Background: an optimization exercise with open tools, aiming at small area. Do not read the settings as production practice. Function not checked in this run: the RTL went through the layout flow alone. Power is estimated from default activity; no workload was simulated.

## flow/design.v

```verilog
module M_ticks(input clock, input reset, output pix, output pmove_tick, output bally_tick,
               output ballx_tick, output vga_clk);
    reg [2:0] q8;
    reg [4:0] a25;
    reg [2:0] b5;
    wire a_wrap = a25[4] & a25[3];                           
    wire b_wrap = b5[2];                                     
    assign pix        = ~q8[0];
    assign pmove_tick = a_wrap & ~q8[2] & q8[1] & q8[0];     
    assign bally_tick = a_wrap & b_wrap & ~q8[0];            
    assign ballx_tick = a_wrap & b_wrap & ~q8[1] & q8[0];    
    always @(posedge clock) begin
        if (reset) begin
            q8 <= 3'd0;
            a25 <= 5'd0;
            b5 <= 3'd0;
        end else begin
            q8 <= q8 + 3'd1;
            a25 <= a_wrap ? 5'd0 : a25 + 5'd1;
            if (a_wrap) b5 <= b_wrap ? 3'd0 : b5 + 3'd1;
        end
    end
    assign vga_clk = q8[0];
endmodule
module M_vga(input clock, input reset, input pix, output reg [9:0] h, output reg [9:0] v,
             output reg hs, output reg vs, output inD);
    wire h_end = (h[9] & ~h[8] & h[7] & h[3] & h[2] & h[1] & h[0]);      
    wire v_end = (~v[9] & v[8] & v[7] & v[6] & v[5] & v[3] & v[1]);      
    wire [9:0] th, tv;
    assign th[0] = pix;
    assign tv[0] = pix & h_end;
    genvar i;
    generate for (i = 1; i < 10; i = i + 1) begin : g
        assign th[i] = th[i-1] & h[i-1];
        assign tv[i] = tv[i-1] & v[i-1];
    end endgenerate
    always @(posedge clock) begin
        if (reset | (pix & h_end)) h <= 10'd879;
        else h <= h ^ th;
        if (reset | (pix & h_end & v_end)) v <= 10'd989;
        else v <= v ^ tv;
        if (reset) begin
            hs <= 1'b0;
            vs <= 1'b0;
        end else if (pix) begin
            hs <= ((h >= 10'd975) | (h < 10'd656));
            vs <= ((v >= 10'd991) | (v < 10'd491));
        end
    end
    assign inD = ((h < 10'd640)) & ((v < 10'd480));
endmodule
module M_bally(input clock, input reset, input gameOver, input yt0, output reg [8:0] by);
    reg yDir;
    wire yt = yt0 & ~gameOver;
    wire yEdge = yDir ? (by[8] & by[7] & by[5] & by[4] & by[2] & by[1] & by[0]) : (~by[8] & ~by[7] & ~by[6] & ~by[5] & ~by[3] & ~by[1]);
    wire [8:0] ty;
    assign ty[0] = yt & ~yEdge;
    genvar gi;
    generate for (gi = 1; gi < 9; gi = gi + 1) begin : g_ty
        assign ty[gi] = ty[gi-1] & (by[gi-1] ^ ~yDir);
    end endgenerate
    always @(posedge clock) begin
        if (reset | gameOver) by <= 9'd230;
        else by <= by ^ ty;
        if (reset) yDir <= 1'b0;
        else if (yt & yEdge) yDir <= ~yDir;
    end
endmodule
module M_ballx(input clock, input reset, input gameOver, input newGame, input inPlay, input ballx_tick,
               input coll, output reg [9:0] bx, output reg xDir, output reg [3:0] s0, output reg [3:0] s1);
    wire xt = ballx_tick & inPlay & ~gameOver;
    wire xEdge = xDir ? (bx[9] & bx[6] & bx[5] & bx[1]) : (~bx[9] & ~bx[8] & ~bx[7] & ~bx[6] & ~bx[5] & ~bx[3] & ~bx[2] & ~bx[1] & ~bx[0]);
    wire [9:0] tx;
    assign tx[0] = xt & ~xEdge;
    genvar gi;
    generate for (gi = 1; gi < 10; gi = gi + 1) begin : g_tx
        assign tx[gi] = tx[gi-1] & (bx[gi-1] ^ ~xDir);
    end endgenerate
    wire miss = xt & xEdge & ~coll;
    wire newG = ballx_tick & newGame;
    always @(posedge clock) begin
        if (reset | gameOver | newG | miss) bx <= 10'd310;
        else bx <= bx ^ tx;
        if (reset) xDir <= 1'b0;
        else if (xt & xEdge & coll) xDir <= ~xDir;
        if (reset | newG) begin
            s0 <= 4'd0;
            s1 <= 4'd0;
        end else if (miss) begin
            if (xDir) s0 <= s0 + 4'd1;
            else s1 <= s1 + 4'd1;
        end
    end
endmodule
module M_paddle(input clock, input rst, input pmove, input [1:0] mv, output reg [8:0] p);
    wire up = ~mv[0];
    wire dn = mv[0] & ~mv[1];
    wire [8:0] t;
    assign t[0] = pmove & (up ? ~(~p[8] & ~p[7] & ~p[6] & ~p[5] & ~p[3] & ~p[1]) : (dn & ~(p[8] & p[6] & p[5] & p[4] & p[3] & p[1] & p[0])));
    genvar gi;
    generate for (gi = 1; gi < 9; gi = gi + 1) begin : g_tp
        assign t[gi] = t[gi-1] & (p[gi-1] ^ up);
    end endgenerate
    always @(posedge clock) begin
        if (rst) p <= 9'd229;
        else p <= p ^ t;
    end
endmodule
module M_sub(input pix, input psel1, input [9:0] h, input [9:0] v, input [9:0] bx, input [8:0] by,
             input [8:0] p0, input [8:0] p1, input xDir, input pcol,
             output in20, output in80, output coll, output xin);
    wire selP1 = pix ? psel1 : xDir;
    wire [8:0] psel = selP1 ? p1 : p0;
    wire [8:0] bsel = (pix & ~pcol) ? by : psel;
    wire [9:0] asel = pix ? v : {1'b0, by};
    wire [9:0] bb = ~{1'b0, bsel};
    wire [10:0] c;
    wire [9:0] d;
    assign c[0] = 1'b1;
    genvar i;
    generate for (i = 0; i < 10; i = i + 1) begin : g
        wire p = asel[i] ^ bb[i];
        assign d[i] = p ^ c[i];
        assign c[i+1] = p ? c[i] : asel[i];
    end endgenerate
    assign in20 = (d < 10'd20);
    assign in80 = (d < 10'd80);
    assign coll = in80 | (d >= 10'd1005);    
    wire [9:0] bb2 = ~bx;
    wire [10:0] c2;
    wire [9:0] dbx;
    assign c2[0] = 1'b1;
    generate for (i = 0; i < 10; i = i + 1) begin : g2
        wire p = h[i] ^ bb2[i];
        assign dbx[i] = p ^ c2[i];
        assign c2[i+1] = p ? c2[i] : h[i];
    end endgenerate
    assign xin = (dbx < 10'd15);
endmodule
module M_text(input [9:0] h, input [9:0] v, output t_common, output t_1, output t_2,
              output inBorder, output pcol);
    wire t_p = ((h == 10'd242) & ((v >= 10'd150) & (v < 10'd230))) | ((h == 10'd272) & ((v >= 10'd150) & (v < 10'd190))) |
               (((v == 10'd150) | (v == 10'd190)) & ((h >= 10'd242) & (h < 10'd272)));
    assign t_1 = (h == 10'd286) & ((v >= 10'd150) & (v < 10'd230));
    assign t_2 = ((h == 10'd286) & ((v >= 10'd190) & (v < 10'd230))) | ((h == 10'd316) & ((v >= 10'd150) & (v < 10'd190))) |
               (((v == 10'd150) | (v == 10'd190) | (v == 10'd230)) & ((h >= 10'd286) & (h < 10'd316)));
    wire t_w = (((h == 10'd208) | (h == 10'd238)) & ((v >= 10'd250) & (v < 10'd330))) | ((v == 10'd330) & ((h >= 10'd208) & (h < 10'd238))) |
               ((h == 10'd223) & ((v >= 10'd290) & (v < 10'd330)));
    wire t_i = (h == 10'd252) & ((v >= 10'd250) & (v < 10'd330));
    wire t_n = (((h == 10'd276) | (h == 10'd306)) & ((v >= 10'd250) & (v < 10'd330))) | ((v == 10'd250) & ((h >= 10'd276) & (h < 10'd306)));
    wire t_s = ((h == 10'd320) & ((v >= 10'd250) & (v < 10'd290))) | ((h == 10'd350) & ((v >= 10'd290) & (v < 10'd330))) |
               (((v == 10'd250) | (v == 10'd290) | (v == 10'd330)) & ((h >= 10'd320) & (h < 10'd350)));
    assign t_common = t_p | t_w | t_i | t_n | t_s;
    assign inBorder =
        (((h == 10'd10) | (h == 10'd630)) & ((v >= 10'd20) & (v < 10'd460))) |
        (((v == 10'd20) | (v == 10'd460)) & ((h >= 10'd10) & (h < 10'd630)));
    assign pcol = ((h >= 10'd11) & (h < 10'd16)) | ((h >= 10'd625) & (h < 10'd630));
endmodule
module M_out(input clock, input reset, input pix, input inD, input gameOver, input p0_win, input p1_win,
             input [2:0] p0_colour, input [2:0] p1_colour, input psel1, input xin, input in20, input in80,
             input pcol, input t_common, input t_1, input t_2, input inBorder, output reg [2:0] rgb);
    wire ballHit = inD & xin & in20;
    wire padHit = inD & pcol & in80;
    wire anyBox = ballHit | padHit;
    wire [2:0] f0 = p0_colour | {~|p0_colour, 2'b00};     
    wire [2:0] f1 = p1_colour | {~|p1_colour, 2'b00};
    wire [2:0] boxCol = {3{ballHit}} | ({3{padHit}} & (psel1 ? f1 : f0));
    wire winDraw = inD & ((p0_win & (t_common | t_1)) | (p1_win & (t_common | t_2)));
    wire [2:0] winCol = p0_win ? f0 : f1;
    reg [2:0] col;
    reg isBox;
    always @(posedge clock) begin
        if (pix) begin
            col <= {3{inD & inBorder}} | (gameOver ? ({3{winDraw}} & winCol) : boxCol);
            isBox <= ~gameOver & anyBox;
        end else if (gameOver & isBox) begin
            col <= 3'd0;
            isBox <= 1'b0;
        end
    end
    always @(posedge clock) begin
        if (reset) rgb <= 3'd0;
        else if (pix) rgb <= inD ? col : 3'd0;
    end
endmodule
module M_hex(input [3:0] s, output [6:0] hex0, output [9:0] led);
    assign hex0[0] = ~s[3] & ~s[1] & (s[2] ^ s[0]);
    assign hex0[1] = s[2] & (s[1] ^ s[0]);
    assign hex0[2] = ~s[3] & ~s[2] & s[1] & ~s[0];
    assign hex0[3] = (s[0] & ~(s[2] ^ s[1])) | (s[2] & ~s[1] & ~s[0]) | (s[3] & s[1]);
    assign hex0[4] = s[0] | (s[2] & ~s[1]);
    assign hex0[5] = (s[1] & s[0]) | (~s[3] & ~s[2] & (s[1] | s[0]));
    assign hex0[6] = (~s[3] & ~s[2] & ~s[1]) | (s[2] & s[1] & s[0]);
    assign led = {s[3] & s[1], s[3] & (s[1] | s[0]), s[3], s[3] | (s[2] & s[1] & s[0]),
                  s[3] | (s[2] & s[1]), s[3] | (s[2] & (s[1] | s[0])), s[3] | s[2],
                  s[3] | s[2] | (s[1] & s[0]), s[3] | s[2] | s[1], |s};
endmodule
module PongGame_Board1 (
    input clock,
    input reset,             
    input [1:0] p0_move,
    input [1:0] p1_move,
    input [2:0] p0_colour,
    input [2:0] p1_colour,
    input p0_play,
    input p1_play,
    output [6:0] hex0,
    output [6:0] hex5,
    output [6:0] hex4,
    output [9:0] led,
    output [3:0] p1_scoreOut,
    output vga_clk,
    output vga_hs,
    output vga_vs,
    output [7:0] vga_R,
    output [7:0] vga_G,
    output [7:0] vga_B
);
    wire pix, pmove_tick, bally_tick, ballx_tick;
    M_ticks u_ticks(.clock(clock), .reset(reset), .pix(pix), .pmove_tick(pmove_tick),
                    .bally_tick(bally_tick), .ballx_tick(ballx_tick), .vga_clk(vga_clk));
    wire [9:0] h, v;
    wire inD;
    M_vga u_vga(.clock(clock), .reset(reset), .pix(pix), .h(h), .v(v), .hs(vga_hs), .vs(vga_vs), .inD(inD));
    wire [9:0] bx;
    wire [8:0] by, p0, p1;
    wire xDir;
    wire [3:0] s0, s1;
    wire inPlay = p0_play & p1_play;
    wire p0_win = s0[3] & s0[1];         
    wire p1_win = s1[3] & s1[1];
    wire win = p0_win | p1_win;
    wire gameOver = win & inPlay;
    wire newGame = win & ~inPlay;
    wire psel1 = h[9];      
    wire in20, in80, coll, xin, pcol, t_common, t_1, t_2, inBorder;
    M_bally u_bally(.clock(clock), .reset(reset), .gameOver(gameOver), .yt0(bally_tick & inPlay), .by(by));
    M_ballx u_ballx(.clock(clock), .reset(reset), .gameOver(gameOver), .newGame(newGame), .inPlay(inPlay),
                    .ballx_tick(ballx_tick), .coll(coll), .bx(bx), .xDir(xDir), .s0(s0), .s1(s1));
    M_paddle u_p0(.clock(clock), .rst(reset | gameOver), .pmove(pmove_tick & inPlay), .mv(p0_move), .p(p0));
    M_paddle u_p1(.clock(clock), .rst(reset | gameOver), .pmove(pmove_tick & inPlay), .mv(p1_move), .p(p1));
    M_sub u_sub(.pix(pix), .psel1(psel1), .h(h), .v(v), .bx(bx), .by(by), .p0(p0), .p1(p1), .xDir(xDir),
                .pcol(pcol), .in20(in20), .in80(in80), .coll(coll), .xin(xin));
    M_text u_text(.h(h), .v(v), .t_common(t_common), .t_1(t_1), .t_2(t_2), .inBorder(inBorder), .pcol(pcol));
    wire [2:0] rgb;
    M_out u_out(.clock(clock), .reset(reset), .pix(pix), .inD(inD), .gameOver(gameOver), .p0_win(p0_win),
                .p1_win(p1_win), .p0_colour(p0_colour), .p1_colour(p1_colour), .psel1(psel1), .xin(xin),
                .in20(in20), .in80(in80), .pcol(pcol), .t_common(t_common), .t_1(t_1), .t_2(t_2),
                .inBorder(inBorder), .rgb(rgb));
    M_hex u_hex(.s(s0), .hex0(hex0), .led(led));
    assign p1_scoreOut = s1;
    assign hex5 = 7'b0001100;    
    assign hex4 = 7'b1111001;    
    assign vga_R = {8{rgb[2]}};
    assign vga_G = {8{rgb[1]}};
    assign vga_B = {8{rgb[0]}};
endmodule
```

## flow/flow/run.sh

```bash
#!/bin/bash
# Layout flow: the standard ORFS flow (standard.sh) with three changes
# that only affect cell sizing/selection, not the design or constraints:
#  - synthesis maps logic with an area-oriented ABC script (flow/abc_area.script)
#    instead of ORFS's speed script, and leaves adders to ABC instead of
#    extracting them into half/full-adder cells (ADDER_MAP_FILE empty);
#    everything else in synthesis is unchanged (same synth_recipe.tcl, same
#    registers and names);
#  - port buffers use the smallest buffer cell (buf_1);
#  - clock tree uses small clock buffers and no dummy loads.
set -euo pipefail
HERE=$(pwd)
SCRIPT=$HERE/flow/abc_area.script

# ORFS synth.tcl with the ABC script swapped
sed "s#log_cmd abc {\*}\$abc_args#log_cmd abc {*}[lreplace \$abc_args 1 1 $SCRIPT]#" \
    "$FLOW_HOME/scripts/synth.tcl" > "$HERE/synth_area.tcl"
grep -q "abc_area.script" "$HERE/synth_area.tcl"
# The standard flow's synthesis script, sourcing the patched synth.tcl
sed "s#\$::env(SCRIPTS_DIR)/synth.tcl#$HERE/synth_area.tcl#" synth_recipe.tcl > "$HERE/synth_recipe_area.tcl"
grep -q "synth_area.tcl" "$HERE/synth_recipe_area.tcl"

bash standard.sh \
    SYNTH_SCRIPT="$HERE/synth_recipe_area.tcl" \
    ADDER_MAP_FILE= \
    "BUFFER_PORTS_ARGS=-buffer_cell sky130_fd_sc_hd__buf_1" \
    "CTS_ARGS=-sink_clustering_enable -repair_clock_nets -dont_use_dummy_load -buf_list sky130_fd_sc_hd__clkbuf_8" \
    finish > "$HERE/standard.log" 2>&1
```

## flow/flow/abc_area.script

```
strash
&get -n
&deepsyn -T 20
&put
&get -n
&dch -f
&nf -R 1000
&put
```

## flow/standard.sh

```bash
#!/bin/bash
# synth_recipe.tcl (not shown) runs the flow's synth.tcl, then flattens the netlist and writes it again
# the make line also repeats each setting of config.mk as NAME=value (left out here)
make -C /OpenROAD-flow-scripts/flow DESIGN_CONFIG=/design/flow/config.mk WORK_HOME=/design/flow/orfs CLKGATE_MAP_FILE= SYNTH_SCRIPT=/design/flow/synth_recipe.tcl "${@:-finish}"
```

## flow/config.mk

```make
export PLATFORM = sky130hd
export DESIGN_NAME = PongGame_Board1
export DESIGN_NICKNAME = PongGame_Board1
export VERILOG_FILES = /design/flow/design.v
export SDC_FILE = /design/flow/constraint.sdc
export NUM_CORES = 4
export LEC_CHECK = 0
export CAP_MARGIN = 20
export CORE_MARGIN = 2
export CORE_UTILIZATION = 40
export SLEW_MARGIN = 20
```

## flow/constraint.sdc

```tcl
create_clock -name core_clock -period 10.0 [get_ports {clock}]
set_input_delay 2.0000 -clock core_clock [delete_from_list [all_inputs] [get_ports {clock}]]
set_output_delay 2.0000 -clock core_clock [all_outputs]
set_load 0.01 [all_outputs]
```

==> reports/qor.csv <==
metric,value,unit
power,668.6,uW
skew,0.02326,ns
drt-initial-drc-count,421,
layout_setup_ws,3.201,ns
diodes,0,
slowest_delay,0.63,ns
required,10.26,ns
clk_pin_slew,0.07,ns
pre_cts_ws,3.248,ns
tns,0,ns
leakage,2.007,nW
status,"complete, no violations",
dp.cells,972,
yosysSeqAreaShare,0.3179,
power.density,112.1,nW/um^2
seqCellArea,1782,sq um
nets,817,
rsz0062_at_grt,no,
synth.distinct_cells,54,
worst_pin_slew,1.044,ns
syn_inst,754,
portBuffers,61,
io_pins,76,
gr-total-overflow,0,
relSlewSlack,0.3039,
clock_sinks,87,
worstSetupStartpointType,register,
fmax,147.1,MHz
drtAntennaViolNets,0,
synth_enable_flop_cells,4,
start_util,0.4070,
critPathMostFrequentCell,nor2_1,
die_area,14980,sq um
avgRoutedWirePerCell,14.69,um
syn-cell-area,5605,sq um
area_growth,6.429,%
synth_ff_type,dfxtp_1,
fin_util,0.4331,
peakVddDrop,0.00005859,V
drc,0,
cts-resized-gates,0,
synth-async-reset-ratio,0,
drive_gt1_frac,0.01373,
fin_crit,6.799,ns
hold_violations,0,
synth.avg_cell_area,7.434,sq um
path_class,register to register,
critPathMaxFanout,16,
cap_viol_max_count,0,
synth_area_leaders,"dfxtp_1 (30%), nor2_1 (7.1%), xnor2_1 (5.9%), o21ai_0 (5.3%), nand2_1 (5.1%)",
cts-buffers-inserted,9,
dr.pass1.iters,5,
h-tree-depth,3,
ys_seq_elements,87,
root_buffer,clkbuf_8,
arrival,7.06,ns
critPathCaptureType,register,
multi_input_area,3516,sq um
clk_path_buf_depth,2,
fp-row-count,43,
synthTopCellsByCount,"nor2_1 (106), dfxtp_1 (83), nand2_1 (76), o21ai_0 (59), a21oi_1 (54)",
antenna_found_initial,0,
place_congestion,0.9174,
hold_path.class,register to register,
die_w,122.4,um
yosysWarnings,6,
grt_max_degree,35,
cts_setup_buffers,0,
maxSlewViolCount,0,
yosysMostFrequentCell,nor2_1,
slowest_stage,dfxtp_1,
grt_pass1_vias,4660,
die_h,122.4,um
grt_pass1_wl,23240,um
coreArea,13770,sq um
cts_tree,done,
vias,5422,
yosys.area.top_type,dfxtp_1,
vias_per_cell,5.527,
grt_usage,0.1967,
synth_top_area_frac,0.2964,
dp_hpwl,10610,um
fin_cells,981,
timing.final.crit_share,0.6799,
setup_violations,0,
cts_hold_buf,0,
clock_latency,0.38,ns
fill_cells,1470,
wl,14420,um
-- through the flow --
| step | hold WS [ns] | instance area (sq um) |
|---|---|---|
| after floorplan | 0.4336 | 5650 |
| after global placement | 0.4546 | 5842 |
| after detailed placement | 0.4583 | 5842 |
| after CTS | 0.4783 | 5966 |
| after global routing | 0.5063 | 5966 |
| final | 0.4712 | 5966 |
-- worst max-delay path, delay by kind of cell (launching register included) --
family	cells	cell delay [ns]
flops	1	0.63
xor+xnor	1	0.12
compound gates	11	2.34
simple gates	15	2.75
fa+ha+maj	1	0.40
mux	1	0.19
buf+inv	3	0.23
-- state kept, by name, summed over array words and instances, names as in the netlist --
register / flops
u_out.col: 3
u_p1.p: 9
u_ballx.bx: 10
u_ballx.xDir: 1
u_ticks.q8: 3
u_ballx.s1: 4
u_ticks.a25: 5
u_ticks.b5: 3
u_bally.by: 9
u_out.rgb: 3
u_ballx.s0: 4
u_vga.vs: 1
u_out.isBox: 1
u_bally.yDir: 1
u_vga.v: 10
u_vga.hs: 1
u_vga.h: 10
u_p0.p: 9
-- worst paths after layout --
kind                            startpoint             to  slack [ns]  cells past startpoint
worst min register to register    u_vga.hs       u_vga.hs        0.47                      2
worst max-delay path            u_vga.h[4]  u_ballx.bx[8]        3.20                     32
worst min-delay path              u_vga.hs       u_vga.hs        0.47                      2
worst max register to register  u_vga.h[4]  u_ballx.bx[8]        3.20                     32
-- where the power goes --
| group | leakage (nW) | internal, mW | switching [mW] |
|---|---|---|---|
| Combinational | 1.23 | 0.0387 | 0.0588 |
| Sequential | 0.716 | 0.357 | 0.0186 |
| Clock | 0.0647 | 0.0806 | 0.115 |
| Total | 2.01 | 0.476 | 0.193 |
-- cells in the final DEF (no fill, tap or decap), types with 3 or more instances in the layout --
master | Yosys | routed
nor2_1 | 106 | 106
dfxtp_1 | 83 | 83
nand2_1 | 76 | 76
buf_1 | 0 | 61
o21ai_0 | 59 | 59
a21oi_1 | 54 | 54
xnor2_1 | 38 | 38
nor3_1 | 33 | 33
nand3_1 | 28 | 28
xor2_1 | 22 | 22
clkinv_1 | 20 | 20
and3_1 | 19 | 19
nor2b_1 | 15 | 15
nand2b_1 | 14 | 14
conb_1 | 2 | 14
and2_0 | 13 | 13
nor4_1 | 13 | 13
a31oi_1 | 10 | 10
a211oi_1 | 9 | 9
clkbuf_8 | 0 | 9
or3_1 | 8 | 8
mux2i_1 | 8 | 8
a22o_1 | 7 | 7
a21o_1 | 6 | 6
o21a_1 | 6 | 6
nand4_1 | 6 | 6
or2_0 | 5 | 5
o211ai_1 | 5 | 5
o31ai_1 | 5 | 5
a21boi_0 | 4 | 4
o22ai_1 | 4 | 4
edfxtp_1 | 4 | 4
a222oi_1 | 3 | 3
a41o_1 | 3 | 3
-- layer usage --
metal	up-vias	wire, um	global-route usage
li1	2751	-	-
met2	186	6352	0.3052
met1	2465	6836	0.2752
met3	20	1006	0.03903
met5	-	0	0
met4	0	220	0.06034
-- cells by family after synthesis --
logic type / share of synthesized area
adder cells (fa/ha/maj): 0.003572
other: 0.001340
XOR/XNOR: 0.09375
multiplexers: 0.01429
AND/OR/NAND/NOR: 0.2888
buffers and inverters: 0.06295
AO/OA/AOI/OAI: 0.2174
flip-flops: 0.3179
-- layout make-up --
cell class,count,share of cell area
clock buffer,9,0.02076
timing repair buffer,63,0.04090
multi-input combinational,622,0.5893
tap,180,0.03775
inverter,20,0.01258
sequential,87,0.2987

[separate check: timing with driven ports]
The flow's constraints put no driver on any port. The routed layout listed below was extracted and timed again, unchanged, in two steps.
Step 1, drivers: a clkbuf_16 drives clock and a buf_2 each remaining input, both assumed.
Step 2 adds t to the input delays and takes it off the output delays; t is the mean of the earliest and latest rising clock arrival at the registers after step 1. Input paths then give back, and output paths get back, about the clock's delay inside the block.
a / b / c = ideal / step 1 / step 2; a / b = the first two.
t, ns: 0.401
setup slack, ns: 3.201 / 3.201 / 3.201
worst register clock-pin slew, ns: 0.09 / 0.09
After both steps setup and hold are still met in this run. The setup slack of this run moves by 0.000 ns with the drivers and by 0.000 ns with both steps.
